Background: an optimization exercise with open tools, aiming at small area and a short achievable clock period. Do not read the settings as production practice. Only simulation tests tie the RTL to the original design; equivalence was not proved. Power and IR drop assume default switching activity.

==> flow/design.v <==
module timer_top
( input wire sys_clk,
  input wire sys_rst_n,
  input wire tim_pwrite,
  input wire tim_psel,
  input wire tim_penable,
  input wire [11:0] tim_paddr,
  input wire [31:0] tim_pwdata,
  input wire [3:0] tim_pstrb,
  input wire dbg_mode,
  output wire [31:0] tim_prdata,
  output wire tim_int,
  output wire tim_pready,
  output wire tim_pslverr
);
reg wait_state;
wire acc = tim_psel & tim_penable;
always @(posedge sys_clk or negedge sys_rst_n)
  if (!sys_rst_n) wait_state <= 1'b0;
  else            wait_state <= acc;
assign tim_pready = acc & wait_state;
reg [7:0] sel;
wire a_ok = (tim_paddr[11:5] == 7'd0) & (tim_paddr[1:0] == 2'd0);
always @(posedge sys_clk)
  sel <= {8{a_ok}} & (8'd1 << tim_paddr[4:2]);
wire s_tcr   = sel[0];
wire s_tdr0  = sel[1];
wire s_tdr1  = sel[2];
wire s_tcmp0 = sel[3];
wire s_tcmp1 = sel[4];
wire s_tier  = sel[5];
wire s_tisr  = sel[6];
wire s_thcsr = sel[7];
wire wr = acc & tim_pwrite;
wire [3:0] st = tim_pstrb;
wire [31:0] wd = tim_pwdata;
reg        timer_en, div_en, halt_req, int_en, int_st, timer_en_pre;
reg  [3:0] div_val;
reg  [7:0] p;
wire halt_ack = halt_req & dbg_mode;
wire err_cond = (timer_en & st[0] & (wd[1] != div_en)) |
                (timer_en & st[1] & (wd[11:8] != div_val)) |
                (st[1] & (wd[11:8] > 4'd8));
reg err_q;
always @(posedge sys_clk or negedge sys_rst_n)
  if (!sys_rst_n) err_q <= 1'b0;
  else            err_q <= err_cond;
wire wr_tcr = wr & s_tcr & ~err_q;
assign tim_pslverr = err_q & s_tcr & tim_pwrite;
always @(posedge sys_clk or negedge sys_rst_n) begin
  if (!sys_rst_n) begin
    timer_en <= 1'b0;
    div_en   <= 1'b0;
    div_val  <= 4'd1;
    halt_req <= 1'b0;
    int_en   <= 1'b0;
  end else begin
    if (wr_tcr & st[0]) begin
      timer_en <= wd[0];
      div_en   <= wd[1];
    end
    if (wr_tcr & st[1]) div_val <= wd[11:8];
    if (wr & s_tier & st[0])  int_en   <= wd[0];
    if (wr & s_thcsr & st[0]) halt_req <= wd[0];
  end
end
reg init;
always @(posedge sys_clk or negedge sys_rst_n)
  if (!sys_rst_n) init <= 1'b0;
  else            init <= 1'b1;
wire [31:0] wd_c = wd | {32{~init}};
reg [63:0] tcmp;
genvar b;
generate for (b = 0; b < 4; b = b + 1) begin : g_tcmp
  always @(posedge sys_clk) begin
    if (~init | (wr & s_tcmp0 & st[b])) tcmp[8*b+7:8*b]     <= wd_c[8*b+7:8*b];
    if (~init | (wr & s_tcmp1 & st[b])) tcmp[8*b+39:8*b+32] <= wd_c[8*b+7:8*b];
  end
end endgenerate
function [7:0] lim;
  input [3:0] d;
  case (d)
    4'd1: lim = 8'd1;
    4'd2: lim = 8'd3;
    4'd3: lim = 8'd7;
    4'd4: lim = 8'd15;
    4'd5: lim = 8'd31;
    4'd6: lim = 8'd63;
    4'd7: lim = 8'd127;
    4'd8: lim = 8'd255;
    default: lim = 8'd0;
  endcase
endfunction
reg ph;
wire p_rst = ~timer_en | ~div_en | ph;
wire [7:0] p_inc;
assign p_inc[0] = ~p[0];
genvar i;
generate for (i = 1; i < 8; i = i + 1) begin : g_pinc
  assign p_inc[i] = p[i] ^ (&p[i-1:0]);
end endgenerate
wire wen_dv = wr_tcr & st[1];
wire ph_nxt = halt_ack ? (wen_dv ? (p == lim(wd[11:8])) : ph)
            : p_rst    ? (lim(wen_dv ? wd[11:8] : div_val) == 8'd0)
            :            (p_inc == lim(div_val));
always @(posedge sys_clk or negedge sys_rst_n)
  if (!sys_rst_n) begin
    p  <= 8'd0;
    ph <= 1'b0;
  end else begin
    if (!halt_ack) p <= p_rst ? 8'd0 : p_inc;
    ph <= ph_nxt;
  end
wire cnt_en = timer_en & ~halt_ack & (~div_en | (div_val == 4'd0) | ph);
always @(posedge sys_clk or negedge sys_rst_n)
  if (!sys_rst_n) timer_en_pre <= 1'b0;
  else            timer_en_pre <= timer_en;
wire cnt_clr = timer_en_pre & ~timer_en;
wire wr_tdr0 = wr & s_tdr0;
wire wr_tdr1 = wr & s_tdr1;
wire inc = cnt_en & ~wr_tdr0 & ~wr_tdr1;
reg cnt_v;
always @(posedge sys_clk or negedge sys_rst_n)
  if (!sys_rst_n) cnt_v <= 1'b0;
  else            cnt_v <= ~cnt_clr;
reg [63:0] cnt_q;
wire [63:0] cnt = cnt_q & {64{cnt_v}};
wire [15:0] g4;
wire [15:0] gp;    
generate for (i = 0; i < 16; i = i + 1) begin : g_grp
  assign g4[i] = &cnt_q[4*i+3:4*i];
  if (i == 0) begin : g0
    assign gp[i] = 1'b1;
  end else begin : gn
    assign gp[i] = &g4[i-1:0];
  end
end endgenerate
wire [63:0] tog;
generate for (i = 0; i < 64; i = i + 1) begin : g_tog
  if (i % 4 == 0) begin : j0
    assign tog[i] = inc & gp[i/4];
  end else begin : jn
    assign tog[i] = inc & gp[i/4] & (&cnt_q[i-1:(i/4)*4]);
  end
end endgenerate
wire [63:0] cnt_inc = cnt_v ? (cnt_q ^ tog) : {63'd0, inc};
generate for (b = 0; b < 4; b = b + 1) begin : g_cnt
  always @(posedge sys_clk) begin
    cnt_q[8*b+7:8*b]     <= (wr_tdr0 & st[b]) ? wd[8*b+7:8*b] : cnt_inc[8*b+7:8*b];
    cnt_q[8*b+39:8*b+32] <= (wr_tdr1 & st[b]) ? wd[8*b+7:8*b] : cnt_inc[8*b+39:8*b+32];
  end
end endgenerate
wire int_set = init & (cnt_v ? (cnt_q == tcmp) : (tcmp == 64'd0));
wire int_clr_req = wr & s_tisr & st[0] & wd[0];
always @(posedge sys_clk or negedge sys_rst_n)
  if (!sys_rst_n) int_st <= 1'b0;
  else            int_st <= int_st ? ~int_clr_req : int_set;
assign tim_int = int_en & int_st;
reg rs_tdr0, rs_tdr1;
always @(posedge sys_clk) begin
  rs_tdr0 <= a_ok & (tim_paddr[4:2] == 3'd1) & ~cnt_clr;
  rs_tdr1 <= a_ok & (tim_paddr[4:2] == 3'd2) & ~cnt_clr;
end
assign tim_prdata =
    ({32{s_tcr}}   & {20'b0, div_val, 6'b0, div_en, timer_en}) |
    ({32{rs_tdr0}} & cnt_q[31:0]) |
    ({32{rs_tdr1}} & cnt_q[63:32]) |
    ({32{s_tcmp0}} & tcmp[31:0]) |
    ({32{s_tcmp1}} & tcmp[63:32]) |
    ({32{s_tier}}  & {31'b0, int_en}) |
    ({32{s_tisr}}  & {31'b0, int_st}) |
    ({32{s_thcsr}} & {30'b0, halt_ack, halt_req});
endmodule
==> flow/flow/run.sh <==
#!/bin/bash
# Layout: the standard flow's synthesis script with its own ABC mapping script, then
# the standard flow for the remaining steps, with plain buffers on the
# ports. Each tool's output goes to a log file here.
set -euo pipefail
HERE=$(pwd)
export OWN_ABC_SCRIPT=$HERE/flow/abc_map.script
make -C $FLOW_HOME DESIGN_CONFIG=$FLOW_CONFIG WORK_HOME=$HERE/orfs CLKGATE_MAP_FILE= \
  SYNTH_SCRIPT=$HERE/flow/synth_own.tcl synth > $HERE/synth.log 2>&1
bash standard.sh "BUFFER_PORTS_ARGS=-buffer_cell sky130_fd_sc_hd__buf_2" finish > $HERE/standard.log 2>&1
==> flow/flow/abc_map.script <==
&get -n
&st
&dch
&nf
&st
&syn2
&if -g -K 6
&synch2
&nf
&put
topo
stime -c
upsize -c
dnsize -c
==> flow/flow/synth_own.tcl <==
# synth_recipe.tcl, with ABC's cell mapping run by abc_map.script (ORFS's
# area-oriented mapping; the layout flow buffers and sizes)
proc synth {args} { yosys synth -nofsm -noshare {*}$args }
proc abc {args} {
  set i [lsearch -exact $args -script]
  if {$i >= 0} { lset args [expr {$i + 1}] $::env(OWN_ABC_SCRIPT) }
  yosys abc {*}$args
}
source $::env(SCRIPTS_DIR)/synth.tcl
# left out here: clear keep_hierarchy, flatten, clean up, hide names made inside functions, write 1_2_yosys.v
==> flow/standard.sh <==
#!/bin/bash
# synth_recipe.tcl (not shown) runs the flow's synth.tcl, then flattens the netlist and writes it again
# the make line also repeats each setting of config.mk as NAME=value (left out here)
make -C /OpenROAD-flow-scripts/flow DESIGN_CONFIG=/design/flow/config.mk WORK_HOME=/design/flow/orfs CLKGATE_MAP_FILE= SYNTH_SCRIPT=/design/flow/synth_recipe.tcl "${@:-finish}"
==> flow/config.mk <==
export PLATFORM = sky130hd
export DESIGN_NAME = timer_top
export DESIGN_NICKNAME = timer_top
export VERILOG_FILES = /design/flow/design.v
export SDC_FILE = /design/flow/constraint.sdc
export NUM_CORES = 4
export LEC_CHECK = 0
export CAP_MARGIN = 20
export CORE_MARGIN = 2
export CORE_UTILIZATION = 40
export CTS_BUF_LIST = sky130_fd_sc_hd__clkbuf_8
export SETUP_SLACK_MARGIN = 2.5
export SLEW_MARGIN = 20
==> flow/constraint.sdc <==
create_clock -name core_clock -period 5.0 [get_ports {sys_clk}]
set_input_delay 1.0000 -clock core_clock [delete_from_list [all_inputs] [get_ports {sys_clk}]]
set_output_delay 1.0000 -clock core_clock [all_outputs]
set_load 0.01 [all_outputs]
==> results of run 1 <==
[layout make-up]
cell class	instances	area (sq um)	area share
sequential	161	4000	0.350
tap	280	350	0.0307
antenna	1	2.50	0.000219
multi-input combinational	763	5380	0.471
clock inverter	14	164	0.0144
inverter	23	91.3	0.00800
clock buffer	18	248	0.0217
timing repair buffer	151	1180	0.104
[worst max-delay path, cell delays in order]
cell and delay [ps]:
buf_6 90, and2_4 160, a222oi_1 230, nand2_1 120
buf_2 160
[through the flow]
stage,instance area (sq um),hold WS [ps],std cells,util
floorplan,9020,477,947,-
detailed placement,9850,517,1319,0.448
global placement,9850,505,1319,0.448
global route,11400,536,1410,0.520
CTS,10600,512,1376,0.484
finish,11400,509,1411,0.520
[registers in the layout (all words and copies together), names as in the netlist, 4 cells and up]
register and flops:
div_val 4, cnt_q 64, tcmp 64, p 8, sel 8
[cells by family after synthesis]
group,after synthesis,synth area share
simple gates,424,0.251
other cells,1,0.000416
xor+xnor,121,0.118
buf+inv,23,0.0101
mux,7,0.00847
compound gates,190,0.143
fa+ha+maj,20,0.0275
flops,161,0.442
[routing by layer]
metal	track usage	vias to the layer above	part of all wire
met1	0.401	4167	0.44
li1	-	3928	-
met3	0.0519	62	0.10
met2	0.391	458	0.43
met5	0	-	0.00030
met4	0.0939	2	0.026
[repair_timing]
action	CTS	global route
gates resized for setup	37	85
setup buffers	25	27
endpoints found under the setup margin	65	61
pin swaps	7	59
gates cloned	0	7
[where the power goes]
part	leakage [uW]	total [uW]	switching, uW	internal (uW)
clock network	0.000202	1030	530	505
registers	0.00141	1500	81.9	1410
logic	0.00258	233	143	89.9
[placed cells by master (no fill, tap or decap), drive strengths merged, types with 6 or more instances in the layout]
cell type / synthesis / routed
and2: 6 / 6
o21ai: 64 / 64
or3: 7 / 7
a22oi: 61 / 61
a222oi: 7 / 7
dfrtp: 22 / 22
nand2: 155 / 155
or4: 7 / 7
nor2b: 6 / 6
edfxtp: 64 / 64
nand4: 32 / 32
dfxtp: 74 / 74
nand2b: 45 / 45
and3: 20 / 20
ha: 19 / 19
clkbuf: 0 / 23
nor4: 50 / 50
buf: 0 / 146
a21oi: 10 / 10
nand3: 31 / 31
nor2: 26 / 26
xor2: 59 / 59
xnor2: 62 / 62
o31ai: 23 / 23
nor3: 19 / 19
clkinv: 21 / 26
[final timing paths]
path                                      end  depth (start not counted)
worst max-delay path            tim_prdata[1]                          5
worst min-delay path                     p[4]                          1
worst max register to register      cnt_q[61]                          8
worst min register to register         int_st                          1
max in group asynchronous          div_val[2]                          1
min in group core_clock                int_st                          1
==> results.txt, run 1 <==
Synth Register Bits=161; worst hold path class=input pin to asynchronous set/reset pin; Ys Warns=1; top cells by area, synth=edfxtp_1 21%, dfxtp_1 16%, nand2_1 6.5%; fin crit share=0.552; ys flop type=dfxtp_1; crit-path max FO=3; Area growth, synth to finish=26.7%; reg2reg start=cnt_q[6]; share of layout cells above drive strength 1=0.243; input/output buffers=88; global-route wire length before repair=48.1 mm; Post-Syn Nets=1020; Crit. End Element=output port; Final nets=1190; Post-synth ARST share=0.143; Avg Cell Area, Syn=9.52 sq um; max cap viols=0; num ports=89; TNS Setup=0 ps; post-synth top area share=0.213; Post-Synthesis Cell Area=9010 sq um; final number of max-transition violations=0; Synth area leader=edfxtp_1; Synth Instances=947; top-count cell post-synth=nand2_1; clock root buffer=clkbuf_8; GP Congestion=0.987; filler cell count=2008; top cells by count, synth=155 x nand2_1, 74 x dfxtp_1, 64 x edfxtp_1; Final ANT Viol Nets=0; Die Wd=154 microns; vias per inst=6.11; P_leak=0.00420 uW; Worst-Margin Slew=670 ps; Die Height=154 microns; CTS clk-pin slew, worst paths=90 ps; vias in the first global route=7922; initial core utilization=0.410; status=timing/DRC/antenna clean; placeable core area=22000 sq um; clock buffer count from CTS=17; Post-Route WL=33.2 mm; htree depth=4; VDD IR-drop max=0.126 mV; HPWL Detailed=22.5 mm; power density cells=242 nW/um^2; min Tclk post-route=2760 ps; WS Path Type=input pin to output port; drt drc=0; Pwr Total=2760 uW; critical path launch point type=input pin; Fin. Hold Viols=0; number of synthesized flops with an enable pin=64; initial DRC count=912; Tot GR Track Use=0.270; Clock Latency Late Sink=480 ps; DR pass1 iterations=6; sequential area share after synthesis=0.442; clk sink count=161; CTS tree=yes; final setup vio count=0; initial antenna violation count=1; Die ar.=23700 sq um; Max Clk Rate=0.362 GHz; Vias=8617; Crit path arrival time=1760 ps; Post-Route Skew=19.3 ps; remaining global-route overflow=0; # rows=54; WP data required=4000 ps; FF-to-FF setup slack=2300 ps; Post-CTS Hold Buffers=0; post-synth cell types=65; unrepaired setup endpoints after global routing=yes; Rel. slew slack=0.547; Setup WS post-layout=2240 ps; pre-CTS setup slack=1600 ps; Wirelength per Cell=23.5 microns; largest net degree at the start of global routing=42; Longest Clk Path Bufs=2; crit path launch=dbg_mode
==> inputs of run 2 (changes only) <==
==> flow/flow/abc_map.script (replaced) <==
&get -n
&st
&dch
&nf
&st
&syn2
&if -g -K 6
&synch2
&nf
&st
&syn2
&if -g -K 6
&synch2
&nf
&st
&syn2
&if -g -K 6
&synch2
&nf
&st
&syn2
&if -g -K 6
&synch2
&nf
&st
&syn2
&if -g -K 6
&synch2
&nf
&put
topo
stime -c
upsize -c
dnsize -c
==> results.txt, run 2 <==
GP Congestion=0.893 (was 0.987); post-layout util=0.521 (was 0.520); post-synth top area share=0.215 (was 0.213); DR pass1 iterations=5 (was 6); top cells by count, synth=167 x nand2_1, 76 x xnor2_1, 74 x dfxtp_1 (was 155 x nand2_1, 74 x dfxtp_1, 64 x edfxtp_1); worst hold path class=flip-flop to flip-flop (was input pin to asynchronous set/reset pin); FF-to-FF setup slack=2360 ps (was 2300 ps); ys flop type=dfxtp_1 (unchanged); P_leak=0.00422 uW (was 0.00420 uW); Final ANT Viol Nets=0 (unchanged); initial DRC count=766 (was 912); Vias=8385 (was 8617); initial core utilization=0.408 (was 0.410); delay-heaviest family, CP=simple AND/OR/NAND/NOR gates (unchanged); Crit path arrival time=1720 ps (was 1760 ps); status=timing/DRC/antenna clean (unchanged); num ports=89 (unchanged); clock buffer count from CTS=17 (unchanged); Clock Latency Late Sink=470 ps (was 480 ps); Synth Instances=936 (was 947); fin crit share=0.543 (was 0.552); Synth area leader=edfxtp_1 (unchanged); slowest cell delay on critical path=200 ps (was 230 ps); largest family of logic cells by synthesized area=simple AND/OR/NAND/NOR gates (unchanged); Max Clk Rate=0.368 GHz (was 0.362 GHz); CP cell instances=buf_6, and2_4, a222oi_1, nand2_1, buf_2 (unchanged); mux contribution to synthesized area=0.0122 (was 0.00847); Ys Warns=1 (unchanged); Post-Syn Nets=1009 (was 1020); htree depth=4 (unchanged); Die ar.=23500 sq um (was 23700 sq um); share of layout cells above drive strength 1=0.262 (was 0.243); CTS clk-pin slew, worst paths=80 ps (was 90 ps); global-route wire length before repair=47.1 mm (was 48.1 mm); final setup vio count=0 (unchanged); Rel. slew slack=0.347 (was 0.547); vias per inst=5.97 (was 6.11); critical path launch point type=input pin (unchanged); simple-gate area share of the yosys netlist=0.245 (was 0.251); input/output buffers=88 (unchanged); Post-Route WL=31.0 mm (was 33.2 mm); Crit. End Element=output port (unchanged); crit-path max FO=2 (was 3); Area growth, synth to finish=27.8% (was 26.7%); Avg Cell Area, Syn=9.54 sq um (was 9.52 sq um); xor and xnor area share after synthesis=0.123 (was 0.118); drt drc=0 (unchanged); Worst path slowest cell=a222oi_1 (unchanged); # rows=54 (unchanged); post-synth cell types=62 (was 65); max cap viols=0 (unchanged); Die Height=153 microns (was 154 microns); filler cell count=2059 (was 2008); Tot GR Track Use=0.260 (was 0.270); WS Path Type=input pin to output port (unchanged); final number of max-transition violations=0 (unchanged); commonest non-fill, non-tap cells in the layout=160 x nand2_1, 86 x buf_2, 73 x xnor2_1, 69 x dfxtp_1, 64 x edfxtp_1 (was 153 x nand2_1, 86 x buf_2, 69 x dfxtp_1, 64 x edfxtp_1, 62 x xnor2_1); initial antenna violation count=0 (was 1); area of the multi-input gates=5450 sq um (was 5380 sq um); top cells by area, synth=edfxtp_1 22%, dfxtp_1 17%, xnor2_1 7.5% (was edfxtp_1 21%, dfxtp_1 16%, nand2_1 6.5%); GRT busiest layer=met2 (was met1); min Tclk post-route=2720 ps (was 2760 ps); commonest non-fill, non-tap cell in the layout=nand2_1 (unchanged); Post-synth ARST share=0.143 (unchanged); Die Wd=153 microns (was 154 microns); placeable core area=21900 sq um (was 22000 sq um); sequential area share after synthesis=0.446 (was 0.442); Post-CTS Hold Buffers=0 (unchanged); Post-Synthesis Cell Area=8930 sq um (was 9010 sq um); largest net degree at the start of global routing=24 (was 42); Fin. Hold Viols=0 (unchanged); power density cells=229 nW/um^2 (was 242 nW/um^2); CP bufs+invs=2 (unchanged); met3 Usage GRT=0.0578 (was 0.0519); remaining global-route overflow=0 (unchanged); biggest regs=cnt_q (64), tcmp (64) (unchanged); Ant. Diodes=0 (was 1); number of synthesized flops with an enable pin=64 (unchanged); Synth Register Bits=161 (unchanged); Compound-Gate Fraction of Synth Area=0.143 (about the same); Adder-Cell Fraction of Synth Area=0.0266 (was 0.0275); clk sink count=161 (unchanged); CTS tree=yes (unchanged); unrepaired setup endpoints after global routing=yes (unchanged); HPWL Detailed=21.3 mm (was 22.5 mm); Wirelength per Cell=22.1 microns (was 23.5 microns); vias in the first global route=8073 (was 7922); VDD IR-drop max=0.139 mV (was 0.126 mV); top-count cell post-synth=nand2_1 (unchanged); M2 GR Usage=0.426 (was 0.391); FF/Latch Area=4000 sq um (about the same); Worst-Margin Slew=973 ps (was 670 ps); Longest Clk Path Bufs=2 (unchanged); clock root buffer=clkbuf_8 (unchanged); WP data required=4000 ps (about the same); global-route met1 utilization=0.340 (was 0.401); Final nets=1185 (was 1190); Post-Route Skew=16.4 ps (was 19.3 ps); TNS Setup=0 ps (unchanged)
==> run 2: where the power goes <==
group / switching (uW) / internal (uW) / total (uW)
logic: 116 / 104 / 220
clock network: 537 / 362 / 899
registers: 78.7 / 1410 / 1490
total: 731 / 1880 / 2610
==> run 2: layout make-up <==
cell class	count	area share
Inverter	12	0.00428
Sequential cell	161	0.351
Clock inverter	14	0.00899
Clock buffer	18	0.0217
Timing Repair Buffer	157	0.106
Multi-Input combinational cell	763	0.478
Tap cell	280	0.0307
==> run 2: final timing paths <==
check / start / endpoint / depth (start not counted)
setup / recovery: dbg_mode / tim_prdata[1] / 5
hold / removal: int_en / int_en / 1
setup reg to reg: cnt_q[12] / cnt_q[57] / 8
hold reg to reg: int_en / int_en / 1
max in group asynchronous: sys_rst_n / div_val[3] / 1
min in group asynchronous: sys_rst_n / int_st / 1
==> run 2: what timing repair did <==
action / 4_1_cts / 5_1_grt
gates resized for setup: 40 / 116
buffers inserted: 38 / 25
endpoints found under the setup margin: 80 / 71
pin swaps: 17 / 54
gates cloned: 1 / 1
==> run 2: through the flow <==
step	std cells	setup slack (ps)	power [uW]	area (sq um)	hold slack [ps]
after CTS	1379	2300	2570	10600	527
after detailed placement	1308	1940	1700	9790	511
after global placement	1308	1970	1700	9790	498
after floorplan	936	2360	1600	8960	464
final	1405	2280	2610	11400	524
after global routing	1405	2190	2700	11400	556
==> run 2: logic make-up after synthesis <==
logic type | after synthesis
DFF | 161
xor gates and xnor gates | 125
and+or+nand+nor | 421
adders and majority gates | 19
other | 1
buffers and inverters | 12
AOI/OAI and AO/OA | 187
muxes | 10
==> run 2: layer usage <==
layer | wire, microns | up-vias
met5 | 0 | -
met1 | 13100 | 4074
met4 | 915 | 0
met2 | 14600 | 387
met3 | 2460 | 63
li1 | - | 3861
==> inputs of run 3 (changes only) <==
==> flow/flow/abc_map.script (replaced) <==
&get -n
&st
&syn2
&dch -f
&nf -a -R 1000
&put
topo
--- a/flow/config.mk
+++ b/flow/config.mk
@@ -11,3 +11,3 @@
 export CTS_BUF_LIST = sky130_fd_sc_hd__clkbuf_8
-export SETUP_SLACK_MARGIN = 2.5
+export SETUP_SLACK_MARGIN = 2.0
 export SLEW_MARGIN = 20
==> results.txt, run 3 <==
Max Clk Rate=0.342 GHz (was 0.368 GHz); Wirelength per Cell=20.8 microns (was 22.1 microns); Tot GR Track Use=0.243 (was 0.260); Clock Latency Late Sink=460 ps (was 470 ps); Ys Warns=1 (unchanged); WS Path Type=input pin to flip-flop (was input pin to output port); Post-Syn Nets=948 (was 1009); P_leak=0.00397 uW (was 0.00422 uW); final number of max-transition violations=0 (unchanged); TNS Setup=0 ps (unchanged); largest net degree at the start of global routing=37 (was 24); Final ANT Viol Nets=0 (unchanged); Worst-Margin Slew=775 ps (was 973 ps); Die ar.=22400 sq um (was 23500 sq um); top cells by area, synth=edfxtp_1 23%, dfxtp_1 17%, xor2_1 7.8% (was edfxtp_1 22%, dfxtp_1 17%, xnor2_1 7.5%); WP data required=5360 ps (was 4000 ps); crit-path max FO=3 (was 2); input/output buffers=88 (unchanged); pre-CTS setup slack=1210 ps (was 1940 ps); largest family of logic cells by synthesized area=simple AND/OR/NAND/NOR gates (unchanged); global-route met1 utilization=0.329 (was 0.340); # rows=53 (was 54); initial antenna violation count=0 (unchanged); VDD IR-drop max=0.167 mV (was 0.139 mV); placeable core area=20900 sq um (was 21900 sq um); ys flop type=dfxtp_1 (unchanged); Longest Clk Path Bufs=2 (unchanged); vias per inst=5.88 (was 5.97); number of synthesized flops with an enable pin=64 (unchanged); clk sink count=161 (unchanged); htree depth=4 (unchanged); num ports=89 (unchanged); min Tclk post-route=2920 ps (was 2720 ps); Synth Instances=875 (was 936); vias in the first global route=7081 (was 8073); Die Wd=150 microns (was 153 microns); post-synth cell types=50 (was 62); mux contribution to synthesized area=0.0102 (was 0.0122); hold_sp=sel[6] (was int_en); global-route wire length before repair=41.1 mm (was 47.1 mm); initial DRC count=867 (was 766); Crit. End Element=flip-flop (was output port); GP Congestion=0.870 (was 0.893); Setup WS post-layout=2080 ps (was 2280 ps); drt drc=0 (unchanged); CTS clk-pin slew, worst paths=80 ps (about the same); max cap viols=0 (unchanged); Ant. Diodes=0 (unchanged); worst hold path class=flip-flop to flip-flop (unchanged); sequential area share after synthesis=0.469 (was 0.446); Die Height=150 microns (was 153 microns); Post-synth ARST share=0.143 (unchanged); Post-Route Skew=15.3 ps (was 16.4 ps); clock root buffer=clkbuf_8 (unchanged); Final nets=1067 (was 1185); HPWL Detailed=19.5 mm (was 21.3 mm); unrepaired setup endpoints after global routing=yes (unchanged); initial core utilization=0.406 (was 0.408); final setup vio count=0 (unchanged); GRT busiest layer=met2 (unchanged); fin crit share=0.585 (was 0.543); top-count cell post-synth=nand2_1 (unchanged); post-synth top area share=0.227 (was 0.215); clock buffer count from CTS=17 (unchanged); commonest non-fill, non-tap cell in the layout=nand2_1 (unchanged); Post-Synthesis Cell Area=8480 sq um (was 8930 sq um); Synth area leader=edfxtp_1 (unchanged); M2 GR Usage=0.403 (was 0.426); critical path launch point type=input pin (unchanged); crit path launch=tim_pwrite (was dbg_mode); biggest regs=cnt_q (64), tcmp (64) (unchanged); reg2reg start=cnt_q[9] (was cnt_q[12]); Rel. slew slack=0.479 (was 0.347); simple-gate area share of the yosys netlist=0.235 (was 0.245); Fin. Hold Viols=0 (unchanged); power density cells=257 nW/um^2 (was 229 nW/um^2); Adder-Cell Fraction of Synth Area=0.0280 (was 0.0266); Vias=7538 (was 8385); Avg Cell Area, Syn=9.70 sq um (was 9.54 sq um); Compound-Gate Fraction of Synth Area=0.142 (was 0.143); Post-Route WL=26.6 mm (was 31.0 mm); Area growth, synth to finish=16.6% (was 27.8%); commonest non-fill, non-tap cells in the layout=146 x nand2_1, 88 x buf_2, 76 x xor2_1, 66 x dfxtp_1, 64 x edfxtp_1 (was 160 x nand2_1, 86 x buf_2, 73 x xnor2_1, 69 x dfxtp_1, 64 x edfxtp_1); met3 Usage GRT=0.0445 (was 0.0578); share of layout cells above drive strength 1=0.147 (was 0.262); status=timing/DRC/antenna clean (unchanged); remaining global-route overflow=0 (unchanged); CTS tree=yes (unchanged); xor and xnor area share after synthesis=0.108 (was 0.123); top cells by count, synth=147 x nand2_1, 76 x xor2_1, 74 x dfxtp_1 (was 167 x nand2_1, 76 x xnor2_1, 74 x dfxtp_1); DR pass1 iterations=7 (was 5); Synth Register Bits=161 (unchanged); Crit path arrival time=3280 ps (was 1720 ps)
run 3: worst max-delay path, stage by stage:
cell and delay, ps:
buf_2 100, and3_4 180, o21ai_1 70, and3_1 210, nand2_4 90, nor4_4 190, and3_4 240, clkinv_2 60
nor3_4 120, nand4_1 190, nor3_4 220, and3_4 220, ha_1 220, a22o_1 170
run 3: report_power, final:
| part | leakage (uW) | internal [uW] | switching [uW] |
|---|---|---|---|
| Sequential | 0.00143 | 1390 | 20.9 |
| Clock | 0.000225 | 548 | 478 |
| Combinational | 0.00231 | 38.0 | 70.2 |
run 3: worst paths after layout:
path,end,slack (ps),depth (start not counted)
min in group asynchronous,p[5],510,1
min,int_st,500,1
min reg2reg,int_st,500,1
max in group asynchronous,cnt_v,4100,1
max,cnt_q[60],2080,14
max reg2reg,cnt_q[60],2110,11
run 3: per-layer routing:
metal  part of all wire  vias to the layer above  wire length (microns)
li1                   -                     3534                      -
met1               0.44                     3631                  11600
met2               0.47                      331                  12500
met3              0.070                       42                   1860
met4              0.022                        0                    592
met5                  0                        -                      0
run 3: per-stage QoR:
step,power (uW),std cells,hold WS [ps],area (sq um),utilization
3_3_place_gp,1540,1243,477,9340,0.447
5_1_grt,2620,1282,536,9890,0.473
2_1_floorplan,1470,875,445,8520,-
3_5_place_dp,1550,1243,485,9340,0.447
4_1_cts,2560,1280,506,9850,0.472
6_report,2540,1282,503,9890,0.473
run 3: layout make-up:
class / instances / area (sq um)
fill: 2034 / 11000
multi-input combinational: 699 / 4530
sequential: 161 / 4000
timing repair buffer: 100 / 538
tap: 275 / 344
clock buffer: 18 / 248
clock inverter: 14 / 174
inverter: 15 / 57.6
run 3: timing repair:
action,4_1_cts,5_1_grt
setup buffers,5,2
endpoints found under the setup margin,36,10
pin swaps,5,3
resized for setup,10,13
hold buffers,0,0
run 3: cells by family (layout without fill, tap and decap cells):
| kind of cell | Yosys count | after routing |
|---|---|---|
| XOR/XNOR | 105 | 105 |
| flip-flops | 161 | 161 |
| AND/OR/NAND/NOR | 396 | 396 |
| other | 1 | 1 |
| buffers and inverters | 15 | 147 |
| adder cells (fa/ha/maj) | 19 | 19 |
| AO/OA/AOI/OAI | 170 | 170 |
| multiplexers | 8 | 8 |
==> inputs of run 4 (changes only) <==
--- a/flow/flow/synth_own.tcl
+++ b/flow/flow/synth_own.tcl
@@ -1,3 +1,3 @@
-# synth_recipe.tcl, with ABC's cell mapping run by abc_map.script (ORFS's
-# area-oriented mapping; the layout flow buffers and sizes)
+# synth_recipe.tcl, with ABC's cell mapping run by flow/abc_map.script, an
+# area-oriented mapping; the layout flow buffers and sizes afterwards.
 proc synth {args} { yosys synth -nofsm -noshare {*}$args }
==> results.txt, run 4 <==
Comb pwr share=0.043 (about the same); status=timing/DRC/antenna clean (unchanged); CTS clk-pin slew, worst paths=80 ps (about the same); Fin. Hold Viols=0 (unchanged); Final ANT Viol Nets=0 (unchanged); ys flop type=dfxtp_1 (unchanged); remaining global-route overflow=0 (unchanged); initial DRC count=867 (unchanged); HPWL Detailed=19.5 mm (unchanged); WS Path Type=input pin to flip-flop (unchanged); GP Congestion=0.870 (unchanged); Post-synth ARST share=0.143 (unchanged); clk sink count=161 (unchanged); Power Internal=1970 uW (unchanged); mux contribution to synthesized area=0.0102 (unchanged); vias in the first global route=7081 (unchanged); sequential area share after synthesis=0.469 (unchanged); num ports=89 (unchanged); drt drc=0 (unchanged); Synth Instances=875 (unchanged); area post-placement=9340 sq um (unchanged); max cap viols=0 (unchanged); Ant. Diodes=0 (unchanged); WP data required=5360 ps (about the same); Synth Register Bits=161 (unchanged); Adder-Cell Fraction of Synth Area=0.0280 (unchanged); VDD IR-drop max=0.167 mV (unchanged); TNS Setup=0 ps (unchanged); Post-Route WL=26.6 mm (unchanged); Rel. slew slack=0.479 (unchanged); top-count cell post-synth=nand2_1 (unchanged); Finished Cell Area=9890 sq um (unchanged); # rows=53 (unchanged); post-synth cell types=50 (unchanged); Wirelength per Cell=20.8 microns (unchanged); P_leak=0.00397 uW (unchanged); largest family of logic cells by synthesized area=simple AND/OR/NAND/NOR gates (unchanged); worst hold path class=flip-flop to flip-flop (unchanged); largest net degree at the start of global routing=37 (unchanged); Tot GR Track Use=0.243 (unchanged); critical path launch point type=input pin (unchanged); top cells by count, synth=147 x nand2_1, 76 x xor2_1, 74 x dfxtp_1 (unchanged); unrepaired setup endpoints after global routing=yes (unchanged); Final nets=1067 (unchanged); Compound-Gate Fraction of Synth Area=0.142 (unchanged); fin crit share=0.585 (unchanged); Ys Warns=1 (unchanged); xor and xnor area share after synthesis=0.108 (unchanged); post-synth top area share=0.227 (unchanged); vias per inst=5.88 (unchanged); initial antenna violation count=0 (unchanged); clock root buffer=clkbuf_8 (unchanged); final setup vio count=0 (unchanged); min Tclk post-route=2920 ps (unchanged); DR pass1 iterations=7 (unchanged); htree depth=4 (unchanged); Area growth, synth to finish=16.6% (unchanged); Vias=7538 (unchanged); Die ar.=22400 sq um (unchanged); input/output buffers=88 (unchanged); Clock Power Share=0.404 (about the same); clock buffer count from CTS=17 (unchanged); Crit path arrival time=3280 ps (about the same); number of synthesized flops with an enable pin=64 (unchanged); Post-CTS Hold Buffers=0 (unchanged); sequential power share=0.554 (about the same); biggest regs=cnt_q (64), tcmp (64) (unchanged); CTS tree=yes (unchanged); commonest non-fill, non-tap cell in the layout=nand2_1 (unchanged); crit-path max FO=3 (unchanged); Post-Synthesis Cell Area=8480 sq um (unchanged); Worst-Margin Slew=775 ps (unchanged); Crit. End Element=flip-flop (unchanged); share of layout cells above drive strength 1=0.147 (unchanged); initial core utilization=0.406 (unchanged); power density cells=257 nW/um^2 (unchanged); Avg Cell Area, Syn=9.70 sq um (unchanged); placeable core area=20900 sq um (unchanged); final number of max-transition violations=0 (unchanged); Post-Syn Nets=948 (unchanged); Post-Route Skew=15.3 ps (unchanged); Longest Clk Path Bufs=2 (unchanged); top cells by area, synth=edfxtp_1 23%, dfxtp_1 17%, xor2_1 7.8% (unchanged); commonest non-fill, non-tap cells in the layout=146 x nand2_1, 88 x buf_2, 76 x xor2_1, 66 x dfxtp_1, 64 x edfxtp_1 (unchanged); Clock Latency Late Sink=460 ps (about the same); global-route wire length before repair=41.1 mm (unchanged); Die Height=150 microns (unchanged); Switching Fraction=0.224 (unchanged); Max Clk Rate=0.342 GHz (unchanged); Die Wd=150 microns (unchanged); sw power=569 uW (unchanged); Synth area leader=edfxtp_1 (unchanged); simple-gate area share of the yosys netlist=0.235 (unchanged)
[run 4: through the flow]
stage | util | power, uW | hold WS [ps] | std cells | setup slack [ps]
finish | 0.473 | 2540 | 503 | 1282 | 2080
global placement | 0.447 | 1540 | 477 | 1243 | 1310
CTS | 0.472 | 2560 | 506 | 1280 | 1930
floorplan | - | 1470 | 445 | 875 | 1810
global route | 0.473 | 2620 | 536 | 1282 | 1960
detailed placement | 0.447 | 1550 | 485 | 1243 | 1210
[run 4: repair_timing]
item / CTS / global route
resized for setup: 10 / 13
setup endpoints to repair: 36 / 10
pin swaps: 5 / 3
setup buffers: 5 / 2
[run 4: layout make-up]
class,instances,area [sq um]
clock inverter,14,174
clock buffer,18,248
tap,275,344
sequential,161,4000
inverter,15,57.6
fill,2034,11000
multi-input combinational,699,4530
timing repair buffer,100,538
[run 4: per-layer routing]
layer / vias up / track usage / routed length, microns
met1: 3631 / 0.329 / 11600
met4: 0 / 0.0619 / 592
met5: - / 0 / 0
met3: 42 / 0.0445 / 1860
met2: 331 / 0.403 / 12500
li1: 3534 / - / -
[run 4: power by group through the flow]
stage | Combinational [uW] | Sequential [uW] | Clock [uW]
6_report | 108 | 1410 | 1030
5_1_grt | 119 | 1410 | 1090
4_1_cts | 109 | 1410 | 1040
3_5_place_dp | 108 | 1440 | 0
3_3_place_gp | 106 | 1440 | 0
2_1_floorplan | 43.6 | 1430 | 0
[run 4: path summary, 6_finish.rpt]
kind,start,end,slack (ps),cells after the start
hold reg to reg,sel[6],int_st,500,1
setup reg to reg,cnt_q[9],cnt_q[60],2110,11
min in group asynchronous,sys_rst_n,p[5],510,1
max in group asynchronous,sys_rst_n,cnt_v,4100,1
setup / recovery,tim_pwrite,cnt_q[60],2080,14
hold / removal,sel[6],int_st,500,1
[run 4: logic make-up after synthesis]
| group | Yosys count |
|---|---|
| multiplexers | 8 |
| adder cells (fa/ha/maj) | 19 |
| other | 1 |
| buffers and inverters | 15 |
| AO/OA/AOI/OAI | 170 |
| AND/OR/NAND/NOR | 396 |
| flip-flops | 161 |
| XOR/XNOR | 105 |
[run 4: worst max-delay path: stages]
cell      delay, ps
buf_2           100
and3_4          180
o21ai_1          70
and3_1          210
nand2_4          90
nor4_4          190
and3_4          240
clkinv_2         60
nor3_4          120
nand4_1         190
nor3_4          220
and3_4          220
ha_1            220
a22o_1          170
==> inputs of run 5 (changes only) <==
--- a/flow/design.v
+++ b/flow/design.v
@@ -17,5 +17,4 @@
 wire acc = tim_psel & tim_penable;
-always @(posedge sys_clk or negedge sys_rst_n)
-  if (!sys_rst_n) wait_state <= 1'b0;
-  else            wait_state <= acc;
+always @(posedge sys_clk)
+  wait_state <= acc;
 assign tim_pready = acc & wait_state;
@@ -44,5 +43,4 @@
 reg err_q;
-always @(posedge sys_clk or negedge sys_rst_n)
-  if (!sys_rst_n) err_q <= 1'b0;
-  else            err_q <= err_cond;
+always @(posedge sys_clk)
+  err_q <= err_cond;
 wire wr_tcr = wr & s_tcr & ~err_q;
@@ -105,14 +103,16 @@
             :            (p_inc == lim(div_val));
+always @(posedge sys_clk) begin
+  if (!halt_ack) p <= p_rst ? 8'd0 : p_inc;
+  ph <= ph_nxt;
+end
+wire       te_nxt = (wr_tcr & st[0]) ? wd[0]    : timer_en;
+wire       de_nxt = (wr_tcr & st[0]) ? wd[1]    : div_en;
+wire [3:0] dv_nxt = (wr_tcr & st[1]) ? wd[11:8] : div_val;
+reg tick0;
 always @(posedge sys_clk or negedge sys_rst_n)
-  if (!sys_rst_n) begin
-    p  <= 8'd0;
-    ph <= 1'b0;
-  end else begin
-    if (!halt_ack) p <= p_rst ? 8'd0 : p_inc;
-    ph <= ph_nxt;
-  end
-wire cnt_en = timer_en & ~halt_ack & (~div_en | (div_val == 4'd0) | ph);
-always @(posedge sys_clk or negedge sys_rst_n)
-  if (!sys_rst_n) timer_en_pre <= 1'b0;
-  else            timer_en_pre <= timer_en;
+  if (!sys_rst_n) tick0 <= 1'b0;
+  else            tick0 <= te_nxt & (~de_nxt | (dv_nxt == 4'd0));
+wire cnt_en = ~halt_ack & (tick0 | (timer_en & ph));
+always @(posedge sys_clk)
+  timer_en_pre <= timer_en;
 wire cnt_clr = timer_en_pre & ~timer_en;
==> results.txt, run 5 <==
status=timing/DRC/antenna clean (unchanged); initial core utilization=0.405 (was 0.406); Avg Cell Area, Syn=9.75 sq um (was 9.70 sq um); htree depth=4 (unchanged); Register-to-Register Path Depth=12 (was 11); worst hold path class=input pin to asynchronous set/reset pin (was flip-flop to flip-flop); Vias=7619 (was 7538); CTS tree=yes (unchanged); Tot GR Track Use=0.245 (was 0.243); Post-Syn Nets=940 (was 948); Final ANT Viol Nets=0 (unchanged); CTS clk-pin slew, worst paths=90 ps (was 80 ps); Crit. End Element=flip-flop (unchanged); biggest regs=cnt_q (64), tcmp (64) (unchanged); clk sink count=162 (was 161); Die Height=149 microns (was 150 microns); HPWL Detailed=19.1 mm (was 19.5 mm); Die ar.=22300 sq um (was 22400 sq um); Clock Latency Late Sink=480 ps (was 460 ps); number of synthesized flops with an enable pin=73 (was 64); Pwr Total=2700 uW (was 2540 uW); Rel. slew slack=0.437 (was 0.479); vias per inst=5.90 (was 5.88); final number of max-transition violations=0 (unchanged); Post-Route Skew=14.3 ps (was 15.3 ps); Worst-Margin Slew=845 ps (was 775 ps); Longest Clk Path Bufs=2 (unchanged); pre-CTS setup slack=807 ps (was 1210 ps); input/output buffers=88 (unchanged); initial antenna violation count=0 (unchanged); drt drc=0 (unchanged); DR pass1 iterations=9 (was 7); Crit path arrival time=3670 ps (was 3280 ps); Wirelength per Cell=21.1 microns (was 20.8 microns); max cap viols=0 (unchanged); Fin. Hold Viols=0 (unchanged); post-synth top area share=0.259 (was 0.227); filler cell count=2006 (was 2034); min Tclk post-route=3290 ps (was 2920 ps); remaining global-route overflow=0 (unchanged); Ant. Diodes=0 (unchanged); unrepaired setup endpoints after global routing=yes (unchanged); Die Wd=149 microns (was 150 microns); Switching Fraction=0.260 (was 0.224); Post-CTS Hold Buffers=0 (unchanged); fin crit share=0.658 (was 0.585); TNS Setup=0 ps (unchanged); critical path launch point type=input pin (unchanged); ys flop type=dfxtp_1 (unchanged); GP Congestion=0.897 (was 0.870); top cells by count, synth=151 x nand2_1, 77 x dfxtp_1, 76 x xor2_1 (was 147 x nand2_1, 76 x xor2_1, 74 x dfxtp_1); post-synth cell types=51 (was 50); sw power=702 uW (was 569 uW); Ys Warns=1 (unchanged); area post-placement=9330 sq um (was 9340 sq um); # rows=53 (unchanged); power density cells=267 nW/um^2 (was 257 nW/um^2); commonest non-fill, non-tap cell in the layout=nand2_1 (unchanged); Post-synth ARST share=0.0741 (was 0.143); vias in the first global route=7182 (was 7081); share of layout cells above drive strength 1=0.172 (was 0.147); WP data required=5380 ps (was 5360 ps); top-count cell post-synth=nand2_1 (unchanged); P_leak=0.00388 uW (was 0.00397 uW); clock buffer count from CTS=17 (unchanged); crit path launch=tim_pwrite (unchanged); Clock Power Share=0.370 (was 0.404); Setup WS post-layout=1710 ps (was 2080 ps); global-route wire length before repair=41.0 mm (was 41.1 mm); Synth Instances=867 (was 875); Power Internal=2000 uW (was 1970 uW); placeable core area=20900 sq um (unchanged); clock root buffer=clkbuf_8 (unchanged); VDD IR-drop max=0.186 mV (was 0.167 mV); WHS=399 ps (was 503 ps); Area growth, synth to finish=19.6% (was 16.6%); Synth Register Bits=162 (was 161); Synth area leader=edfxtp_1 (unchanged); crit-path max FO=2 (was 3); final setup vio count=0 (unchanged); Finished Cell Area=10100 sq um (was 9890 sq um); reg2reg start=timer_en (was cnt_q[9]); largest net degree at the start of global routing=37 (unchanged); commonest non-fill, non-tap cells in the layout=150 x nand2_1, 85 x buf_2, 76 x xor2_1, 74 x dfxtp_1, 73 x edfxtp_1 (was 146 x nand2_1, 88 x buf_2, 76 x xor2_1, 66 x dfxtp_1, 64 x edfxtp_1); Comb pwr share=0.072 (was 0.043); Max Clk Rate=0.304 GHz (was 0.342 GHz); WS Path Type=input pin to flip-flop (unchanged); Post-Route WL=27.3 mm (was 26.6 mm); top cells by area, synth=edfxtp_1 26%, dfxtp_1 18%, xor2_1 7.9% (was edfxtp_1 23%, dfxtp_1 17%, xor2_1 7.8%); Post-Synthesis Cell Area=8450 sq um (was 8480 sq um); initial DRC count=728 (was 867); Final nets=1076 (was 1067); sequential power share=0.558 (was 0.554); sequential area share after synthesis=0.477 (was 0.469); num ports=89 (unchanged)
[run 5: cell types whose count changed after synthesis, moves of 4 or more]
cell and change:
and3_1 -13, or2_0 +6, o31ai_1 -6, nand3_1 -16, a22o_1 -6, nor3_1 +5
o21ai_0 -5, edfxtp_1 +9, dfrtp_1 -11, nand4_1 +13, nand2_1 +4
[run 5: logic make-up (layout without fill, tap and decap cells)]
kind of cell | after synthesis | count (layout) | synth area share
compound gates | 163 | 163 | 0.138
xor+xnor | 104 | 104 | 0.108
fa+ha+maj | 19 | 19 | 0.0281
buf+inv | 17 | 165 | 0.00755
flops | 162 | 162 | 0.477
mux | 7 | 7 | 0.00873
other cells | 1 | 1 | 0.000444
simple gates | 394 | 395 | 0.232
[run 5: worst max-delay path, stage by stage]
cell and delay [ps]:
buf_8 90, and3_4 170, a221o_1 330, a21oi_4 210
nand3_4 90, or3_4 350, or2_4 270, nor4_4 190
nand3_2 200, nor3_4 170, nand4_1 130, or2_0 220
a32o_1 240
[run 5: worst paths after layout]
check	endpoint	slack [ps]
setup / recovery	cnt_q[63]	1710
setup reg to reg	cnt_q[63]	1970
hold / removal	div_val[1]	400
min in group core_clock	int_st	500
max in group asynchronous	div_val[0]	4320
hold reg to reg	int_st	500
[run 5: per-stage QoR]
stage	util	std cells
detailed placement	0.447	1235
floorplan	-	867
CTS	0.476	1283
global placement	0.447	1235
global route	0.484	1291
finish	0.484	1291
[run 5: what timing repair did]
item	CTS	global route
endpoints found under the hold margin	0	0
gates cloned	1	1
pin swaps	12	6
buffers inserted	15	7
gates resized for setup	28	27
endpoints found under the setup margin	45	27
[run 5: final cells by class]
cell class | count | area (sq um) | share of cell area
multi-input cells | 689 | 4510 | 0.446
flip-flops and latches | 162 | 4050 | 0.400
repair buffers | 116 | 734 | 0.0727
well taps | 275 | 344 | 0.0340
clock buffers | 20 | 275 | 0.0272
clock inverters | 12 | 130 | 0.0129
inverters | 17 | 68.8 | 0.00681
[run 5: power groups by stage]
| stage | Sequential (uW) | Clock [uW] | Combinational [uW] |
|---|---|---|---|
| 2_1_floorplan | 1510 | 0 | 101 |
| 3_3_place_gp | 1530 | 0 | 177 |
| 3_5_place_dp | 1530 | 0 | 180 |
| 4_1_cts | 1500 | 1010 | 187 |
| 5_1_grt | 1510 | 1060 | 210 |
| 6_report | 1510 | 999 | 196 |
[run 5: per-layer routing]
layer / global-route usage / vias to the layer above / part of all wire
met1: 0.334 / 3682 / 0.43
met5: 0 / - / 0
met2: 0.400 / 359 / 0.47
met3: 0.0425 / 40 / 0.079
met4: 0.0757 / 0 / 0.020
li1: - / 3538 / -
==> inputs of run 6 (changes only) <==
==> flow/flow/abc_map.script (replaced) <==
&get -n
&st
&dch
&nf
&st
&syn2
&if -g -K 6
&synch2
&nf
&st
&syn2
&if -g -K 6
&synch2
&nf
&st
&syn2
&if -g -K 6
&synch2
&nf
&st
&syn2
&if -g -K 6
&synch2
&nf
&st
&syn2
&if -g -K 6
&synch2
&nf
&put
topo
stime -c
upsize -c
dnsize -c
--- a/flow/flow/synth_own.tcl
+++ b/flow/flow/synth_own.tcl
@@ -1,3 +1,3 @@
-# synth_recipe.tcl, with ABC's cell mapping run by flow/abc_map.script, an
-# area-oriented mapping; the layout flow buffers and sizes afterwards.
+# synth_recipe.tcl, with ABC's cell mapping run by flow/abc_map.script (ORFS's
+# speed script without ABC's own buffering); the layout flow buffers and sizes.
 proc synth {args} { yosys synth -nofsm -noshare {*}$args }
--- a/flow/config.mk
+++ b/flow/config.mk
@@ -11,3 +11,3 @@
 export CTS_BUF_LIST = sky130_fd_sc_hd__clkbuf_8
-export SETUP_SLACK_MARGIN = 2.0
+export SETUP_SLACK_MARGIN = 2.3
 export SLEW_MARGIN = 20
==> results.txt, run 6 <==
status=timing/DRC/antenna clean (unchanged); VDD IR-drop max=0.168 mV (was 0.186 mV); Synth Instances=913 (was 867); vias per inst=5.88 (was 5.90); final number of max-transition violations=0 (unchanged); P_leak=0.00387 uW (was 0.00388 uW); Switching Fraction=0.236 (was 0.260); Wirelength per Cell=22.0 microns (was 21.1 microns); CTS clk-pin slew, worst paths=90 ps (about the same); capture point of the worst reg-to-reg path=cnt_q[56] (was cnt_q[63]); post-synth cell types=56 (was 51); Avg Cell Area, Syn=9.73 sq um (was 9.75 sq um); sw power=613 uW (was 702 uW); CTS tree=yes (unchanged); global-route wire length before repair=44.6 mm (was 41.0 mm); FF-to-FF setup slack=2410 ps (was 1970 ps); clock root buffer=clkbuf_8 (unchanged); area post-placement=9730 sq um (was 9330 sq um); Synth area leader=edfxtp_1 (unchanged); final setup vio count=0 (unchanged); Die Height=153 microns (was 149 microns); top cells by count, synth=155 x nand2_1, 77 x dfxtp_1, 73 x edfxtp_1 (was 151 x nand2_1, 77 x dfxtp_1, 76 x xor2_1); largest net degree at the start of global routing=34 (was 37); placeable core area=21800 sq um (was 20900 sq um); Post-synth ARST share=0.0741 (unchanged); commonest non-fill, non-tap cells in the layout=154 x nand2_1, 85 x buf_2, 74 x dfxtp_1, 73 x edfxtp_1, 65 x xor2_1 (was 150 x nand2_1, 85 x buf_2, 76 x xor2_1, 74 x dfxtp_1, 73 x edfxtp_1); initial core utilization=0.407 (was 0.405); metal3 WL=2.32 mm (was 2.16 mm); Crit. End Element=output port (was flip-flop); Worst path slowest cell=a222oi_1 (was or3_4); initial DRC count=706 (was 728); drt drc=0 (unchanged); Post-Route Skew=13.5 ps (was 14.3 ps); GP Congestion=0.939 (was 0.897); Post-Place Cells=1285 (was 1235); clock buffer count from CTS=17 (unchanged); Ant. Diodes=0 (unchanged); WP data required=4000 ps (was 5380 ps); Finished Cell Area=10400 sq um (was 10100 sq um); sequential power share=0.548 (was 0.558); Register-to-Register Path Depth=8 (was 12); num ports=89 (unchanged); Post-CTS Hold Buffers=0 (unchanged); Final ANT Viol Nets=0 (unchanged); slowest cell delay on critical path=220 ps (was 350 ps); sequential area share after synthesis=0.454 (was 0.477); Clock Latency Late Sink=480 ps (about the same); crit-path max FO=4 (was 2); initial antenna violation count=0 (unchanged); critical path launch point type=input pin (unchanged); clk sink count=162 (unchanged); filler cell count=2115 (was 2006); Crit path arrival time=1710 ps (was 3670 ps); Die ar.=23400 sq um (was 22300 sq um); TNS Setup=0 ps (unchanged); share of layout cells above drive strength 1=0.164 (was 0.172); Pwr Total=2600 uW (was 2700 uW); max layer used=met4 (unchanged); input/output buffers=88 (unchanged); remaining global-route overflow=0 (unchanged); Max Clk Rate=0.369 GHz (was 0.304 GHz); Post-Route M1 WL=12.8 mm (was 11.8 mm); reg2reg start=cnt_q[33] (was timer_en); Clock Power Share=0.408 (was 0.370); top cells by area, synth=edfxtp_1 25%, dfxtp_1 17%, nand2_1 6.5% (was edfxtp_1 26%, dfxtp_1 18%, xor2_1 7.9%); CP cell instances=buf_6, and2_4, a222oi_1, nand2_1, buf_2 (was buf_8, and3_4, a221o_1, a21oi_4, nand3_4, or3_4, or2_4, nor4_4, nand3_2, nor3_4, nand4_1, or2_0, a32o_1); fin crit share=0.542 (was 0.658); commonest non-fill, non-tap cell in the layout=nand2_1 (unchanged); Vias=7855 (was 7619); Tot GR Track Use=0.247 (was 0.245); ys flop type=dfxtp_1 (unchanged); Post-Route WL=29.3 mm (was 27.3 mm); DR pass1 iterations=5 (was 9); HPWL Detailed=21.3 mm (was 19.1 mm); Synth Register Bits=162 (unchanged); biggest regs=cnt_q (64), tcmp (64) (unchanged); top-count cell post-synth=nand2_1 (unchanged); Worst-Margin Slew=927 ps (was 845 ps); vias in the first global route=7691 (was 7182); Final nets=1115 (was 1076); Post-Synthesis Cell Area=8890 sq um (was 8450 sq um); htree depth=4 (unchanged); WS Path Type=input pin to output port (was input pin to flip-flop); worst hold path class=input pin to asynchronous set/reset pin (unchanged); non-filler instance count after layout=1335 (was 1291); Longest Clk Path Bufs=2 (unchanged); Post-Syn Nets=986 (was 940); Power Internal=1980 uW (was 2000 uW); post-synth top area share=0.247 (was 0.259); Ys Warns=1 (unchanged); Area growth, synth to finish=17.4% (was 19.6%); Die Wd=153 microns (was 149 microns); WL met2=13.4 mm (was 12.8 mm); number of synthesized flops with an enable pin=73 (unchanged); Comb pwr share=0.043 (was 0.072); max cap viols=0 (unchanged); Fin. Hold Viols=0 (unchanged); power density cells=249 nW/um^2 (was 267 nW/um^2); # rows=54 (was 53); end of the critical path=tim_prdata[1] (was cnt_q[63]); unrepaired setup endpoints after global routing=yes (unchanged); Rel. slew slack=0.382 (was 0.437); min Tclk post-route=2710 ps (was 3290 ps); crit path launch=dbg_mode (was tim_pwrite)
[run 6: changes by cell type after synthesis, sizes merged, moves of 8 or more]
cell,change
a22oi,+54
xnor2,+36
a222oi,-25
a22o,-15
and2,+14
o31ai,+11
xor2,-11
a21oi,-8
[run 6: cell families after synthesis]
group                    Yosys count  share of synthesized area
AO/OA/AOI/OAI                    167                      0.127
XOR/XNOR                         129                      0.127
adder cells (fa/ha/maj)           20                     0.0279
buffers and inverters             12                    0.00521
flip-flops                       162                      0.454
multiplexers                       9                     0.0113
other                              1                   0.000422
AND/OR/NAND/NOR                  413                      0.247
[run 6: worst max-delay path, delay by kind of cell]
kind	cells	cell delay, ps
buffers and inverters	2	250
and+or+nand+nor	2	250
AOI/OAI and AO/OA	1	220
[run 6: worst min path at each step]
stage,endpoint,depth (start not counted)
after floorplan,timer_en_pre,0
after global placement,int_en,1
after detailed placement,cnt_v,2
after CTS,int_st,1
after global routing,timer_en,1
final,halt_req,1
[run 6: stage by stage]
step	utilization	hold WS [ps]	worst slack, ps
floorplan	-	458	2020
global placement	0.446	503	1630
detailed placement	0.446	500	1590
CTS	0.469	395	2240
global route	0.478	404	2190
finish	0.478	399	2290
[run 6: cell type report]
cell class,count,area (sq um),share of cell area
repair buffers,110,653,0.0626
clock buffers,17,234,0.0224
well taps,280,350,0.0336
flip-flops and latches,162,4050,0.388
clock inverters,15,189,0.0181
multi-input cells,739,4910,0.471
inverters,12,46.3,0.00444
[run 6: power by group through the flow]
stage	combinational [uW]	sequential (uW)	clock [uW]
after global placement	109	1460	0
after floorplan	44.6	1450	0
after CTS	111	1420	1070
after detailed placement	110	1460	0
after global routing	122	1430	1130
final	112	1420	1060
[run 6: layer usage]
metal,global-route usage,vias to the layer above
li1,-,3669
met1,0.332,3795
met2,0.391,334
met3,0.0519,57
met4,0.0992,0
met5,0,-
[run 6: timing repair]
item,in CTS,in global routing
pin swaps,7,9
hold endpoints to repair,0,0
buffers inserted,5,13
resized for setup,15,19
setup endpoints to repair,49,66
==> inputs of run 7 (changes only) <==
--- a/flow/design.v
+++ b/flow/design.v
@@ -32,3 +32,6 @@
 wire s_thcsr = sel[7];
-wire wr = acc & tim_pwrite;
+reg wr;
+always @(posedge sys_clk or negedge sys_rst_n)
+  if (!sys_rst_n) wr <= 1'b0;
+  else            wr <= tim_psel & ~tim_pready & tim_pwrite;
 wire [3:0] st = tim_pstrb;
@@ -46,3 +49,3 @@
 wire wr_tcr = wr & s_tcr & ~err_q;
-assign tim_pslverr = err_q & s_tcr & tim_pwrite;
+assign tim_pslverr = err_q & s_tcr & wr;
 always @(posedge sys_clk or negedge sys_rst_n) begin
--- a/flow/flow/synth_own.tcl
+++ b/flow/flow/synth_own.tcl
@@ -1,3 +1,4 @@
 # synth_recipe.tcl, with ABC's cell mapping run by flow/abc_map.script (ORFS's
-# speed script without ABC's own buffering); the layout flow buffers and sizes.
+# speed script without ABC's own buffering) and without the slow a222oi
+# cell; the layout flow buffers and sizes.
 proc synth {args} { yosys synth -nofsm -noshare {*}$args }
@@ -6,2 +7,3 @@
   if {$i >= 0} { lset args [expr {$i + 1}] $::env(OWN_ABC_SCRIPT) }
+  lappend args -dont_use sky130_fd_sc_hd__a222oi_1
   yosys abc {*}$args
--- a/flow/config.mk
+++ b/flow/config.mk
@@ -11,3 +11,3 @@
 export CTS_BUF_LIST = sky130_fd_sc_hd__clkbuf_8
-export SETUP_SLACK_MARGIN = 2.3
+export SETUP_SLACK_MARGIN = 2.6
 export SLEW_MARGIN = 20
==> results.txt, run 7 <==
Switching Fraction=0.257 (was 0.236); worst hold path class=input pin to asynchronous set/reset pin (unchanged); largest net degree at the start of global routing=37 (was 34); Post-CTS Hold Buffers=0 (unchanged); Area growth, synth to finish=26.7% (was 17.4%); Final ANT Viol Nets=0 (unchanged); FF/Latch Area=4100 sq um (was 4050 sq um); Post-Syn Nets=1015 (was 986); initial core utilization=0.410 (was 0.407); capture point of the worst reg-to-reg path=cnt_q[33] (was cnt_q[56]); initial antenna violation count=0 (unchanged); max cap viols=0 (unchanged); Die Height=154 microns (was 153 microns); vias in the first global route=7856 (was 7691); clk sink count=163 (was 162); sequential power share=0.578 (was 0.548); HPWL Detailed=21.2 mm (was 21.3 mm); clock buffer count from CTS=17 (unchanged); clock root buffer=clkbuf_8 (unchanged); Wirelength per Cell=22.6 microns (was 22.0 microns); unrepaired setup endpoints after global routing=yes (unchanged); WL met2=14.4 mm (was 13.4 mm); Post-synth ARST share=0.0798 (was 0.0741); post-synth top area share=0.244 (was 0.247); Post-Route Skew=21.0 ps (was 13.5 ps); area post-placement=9860 sq um (was 9730 sq um); Tot GR Track Use=0.250 (was 0.247); Post-Place Cells=1318 (was 1285); biggest regs=cnt_q (64), tcmp (64) (unchanged); Longest Clk Path Bufs=2 (unchanged); top cells by area, synth=edfxtp_1 24%, dfxtp_1 17%, xnor2_1 7.9% (was edfxtp_1 25%, dfxtp_1 17%, nand2_1 6.5%); area of the multi-input gates=5290 sq um (was 4910 sq um); min Tclk post-route=2570 ps (was 2710 ps); global-route wire length before repair=45.5 mm (was 44.6 mm); Vias=8437 (was 7855); Ant. Diodes=0 (unchanged); placeable core area=21900 sq um (was 21800 sq um); Fin. Hold Viols=0 (unchanged); Clock Power Share=0.375 (was 0.408); Comb pwr share=0.047 (was 0.043); GP Congestion=0.917 (was 0.939); Synth area leader=edfxtp_1 (unchanged); vias per inst=5.99 (was 5.88); non-filler instance count after layout=1408 (was 1335); Max Clk Rate=0.389 GHz (was 0.369 GHz); commonest non-fill, non-tap cell in the layout=nand2_1 (unchanged); htree depth=4 (unchanged); reg2reg start=cnt_q[3] (was cnt_q[33]); post-layout util=0.519 (was 0.478); Post-Route WL=31.9 mm (was 29.3 mm); filler cell count=2063 (was 2115); num ports=89 (unchanged); Register-to-Register Path Depth=8 (unchanged); remaining global-route overflow=0 (unchanged); critical path launch point type=flip-flop (was input pin); Synth Instances=944 (was 913); Rel. slew slack=0.507 (was 0.382); Post-Synthesis Cell Area=8970 sq um (was 8890 sq um); Avg Cell Area, Syn=9.50 sq um (was 9.73 sq um); Ys Warns=1 (unchanged); final setup vio count=0 (unchanged); # rows=54 (unchanged); Power Internal=1850 uW (was 1980 uW); WP data required=4000 ps (about the same); CTS clk-pin slew, worst paths=90 ps (about the same); Die Wd=154 microns (was 153 microns); sequential area share after synthesis=0.453 (was 0.454); CTS tree=yes (unchanged); input/output buffers=88 (unchanged); TNS Setup=0 ps (unchanged); share of layout cells above drive strength 1=0.264 (was 0.164); WHS=417 ps (was 399 ps); Finished Cell Area=11400 sq um (was 10400 sq um); Crit path arrival time=1570 ps (was 1710 ps); crit-path max FO=7 (was 4); Final nets=1186 (was 1115); max layer used=met4 (unchanged); initial DRC count=736 (was 706); ys flop type=dfxtp_1 (unchanged); Synth Register Bits=163 (was 162); VDD IR-drop max=0.152 mV (was 0.168 mV); P_leak=0.00408 uW (was 0.00387 uW); status=timing/DRC/antenna clean (unchanged); FF-to-FF setup slack=2690 ps (was 2410 ps); end of the critical path=tim_prdata[7] (was tim_prdata[1]); Die ar.=23600 sq um (was 23400 sq um); drt drc=0 (unchanged); metal3 WL=3.04 mm (was 2.32 mm); fin crit share=0.514 (was 0.542); post-synth cell types=61 (was 56); commonest non-fill, non-tap cells in the layout=150 x nand2_1, 84 x buf_2, 80 x xnor2_1, 73 x edfxtp_1, 65 x dfxtp_1 (was 154 x nand2_1, 85 x buf_2, 74 x dfxtp_1, 73 x edfxtp_1, 65 x xor2_1); top-count cell post-synth=nand2_1 (unchanged); Crit. End Element=output port (unchanged); DR pass1 iterations=5 (unchanged); sw power=639 uW (was 613 uW); Worst-Margin Slew=739 ps (was 927 ps); Clock Latency Late Sink=480 ps (about the same); crit path launch=sel[3] (was dbg_mode); top cells by count, synth=153 x nand2_1, 81 x xnor2_1, 77 x dfxtp_1 (was 155 x nand2_1, 77 x dfxtp_1, 73 x edfxtp_1); final number of max-transition violations=0 (unchanged); WS Path Type=flip-flop to output port (was input pin to output port); Post-Route M1 WL=13.3 mm (was 12.8 mm); number of synthesized flops with an enable pin=73 (unchanged); power density cells=219 nW/um^2 (was 249 nW/um^2)
==> run 7: cell count changes in the layout (fill, tap and decap cells not counted), moves of 8 or more <==
cell      previous run  this run
a22oi_2              1        60
clkinv_1            11        20
o21ai_0             48        57
nor3_1              15        32
a22oi_1             60         6
buf_4               19        46
dfxtp_2              0         8
dfxtp_1             74        65
xor2_1              65        45
nand4_1             35        26
xnor2_1             63        80
and2_0              20         9
==> run 7: cell families (layout without fill, tap and decap cells) <==
group | Yosys count | count (layout) | synth area share
muxes | 6 | 6 | 0.00739
AOI/OAI and AO/OA | 189 | 189 | 0.138
xor gates and xnor gates | 126 | 126 | 0.123
DFF | 163 | 163 | 0.453
buffers and inverters | 23 | 207 | 0.00963
and+or+nand+nor | 419 | 419 | 0.245
adders and majority gates | 17 | 17 | 0.0237
other | 1 | 1 | 0.000418
==> run 7: through the flow <==
step	total power [uW]	worst slack [ps]
after global routing	2560	2370
after detailed placement	1580	2140
after CTS	2480	2440
after global placement	1580	2190
after floorplan	1510	2480
final	2490	2430
==> run 7: power by group through the flow <==
stage | logic, uW | clock network [uW] | registers [uW]
after floorplan | 46.7 | 0 | 1460
after global placement | 108 | 0 | 1470
after detailed placement | 108 | 0 | 1470
after CTS | 110 | 935 | 1440
after global routing | 127 | 992 | 1440
final | 118 | 933 | 1440
==> run 7: what timing repair did <==
action	in CTS	in global routing
cloned	0	9
setup endpoints to repair	37	55
buffers inserted	19	30
pin swaps	7	52
endpoints found under the hold margin	0	0
gates resized for setup	41	99
==> run 7: area by class of cell <==
class | instances | share of cell area
Multi-Input combinational cell | 758 | 0.465
Sequential cell | 163 | 0.361
Timing Repair Buffer | 152 | 0.102
Tap cell | 280 | 0.0308
Clock buffer | 17 | 0.0206
Clock inverter | 15 | 0.0116
Inverter | 23 | 0.00925
==> run 7: critical path: stages (launching register included) <==
cell	delay (ps)
dfxtp_4	520
clkbuf_16	240
a22oi_2	80
nand2_1	110
buf_2	140
==> run 7: how the worst min path moves through the flow <==
stage	from	end	slack (ps)	cells past startpoint
after floorplan	timer_en_pre	cnt_v	480	2
after global placement	timer_en_pre	cnt_v	490	2
after detailed placement	timer_en_pre	cnt_v	500	2
after CTS	sys_rst_n	div_en	410	1
after global routing	sys_rst_n	div_en	420	1
final	sys_rst_n	div_en	420	1
==> run 7: layer usage <==
layer	up-vias	global-route usage
li1	3859	-
met4	0	0.0861
met3	87	0.0479
met2	455	0.390
met1	4036	0.347
met5	-	0

-- port drivers added, routing unchanged --
In the flow no input, the clock included, has a driving cell. The finished layouts below were timed again as built, in two steps. Step 1 sets driving cells, clkbuf_16 on the clock port and buf_2 on the other inputs (assumed; they add their load-dependent delay and slew). Step 2 also shifts input and output timing later by t, the mid clock arrival at the registers, as if the neighbouring blocks saw the same clock. a / b / c = no drivers / after step 1 / after step 2; a / b = the first two.
run | shift t [ns] | slack for setup (ns) | hold slack, ns | worst setup path at the end | slew at the worst register clock pin (ns)
run 1 | 0.514 | 2.241 / 2.207 / 1.745 | 0.509 / 0.487 / 0.530 | input to register | 0.10 / 0.10
run 2 | 0.500 | 2.284 / 2.253 / 1.964 | 0.524 / 0.521 / 0.524 | input to register | 0.10 / 0.10
run 3 | 0.495 | 2.077 / 2.097 / 1.602 | 0.503 / 0.497 / 0.503 | input to register | 0.09 / 0.09
run 4 | 0.495 | 2.077 / 2.097 / 1.602 | 0.503 / 0.497 / 0.503 | input to register | 0.09 / 0.09
run 5 | 0.511 | 1.708 / 1.708 / 1.197 | 0.399 / 0.378 / 0.497 | input to register | 0.10 / 0.10
run 6 | 0.519 | 2.288 / 2.251 / 1.780 | 0.399 / 0.378 / 0.516 | input to register | 0.09 / 0.09
run 7 | 0.509 | 2.432 / 2.391 / 2.129 | 0.417 / 0.397 / 0.513 | input to register | 0.10 / 0.10
After both steps every run listed still meets setup and hold. The setup slack of run 5, which loses most, moves by 0.000 ns with the drivers and by -0.511 ns with both steps.
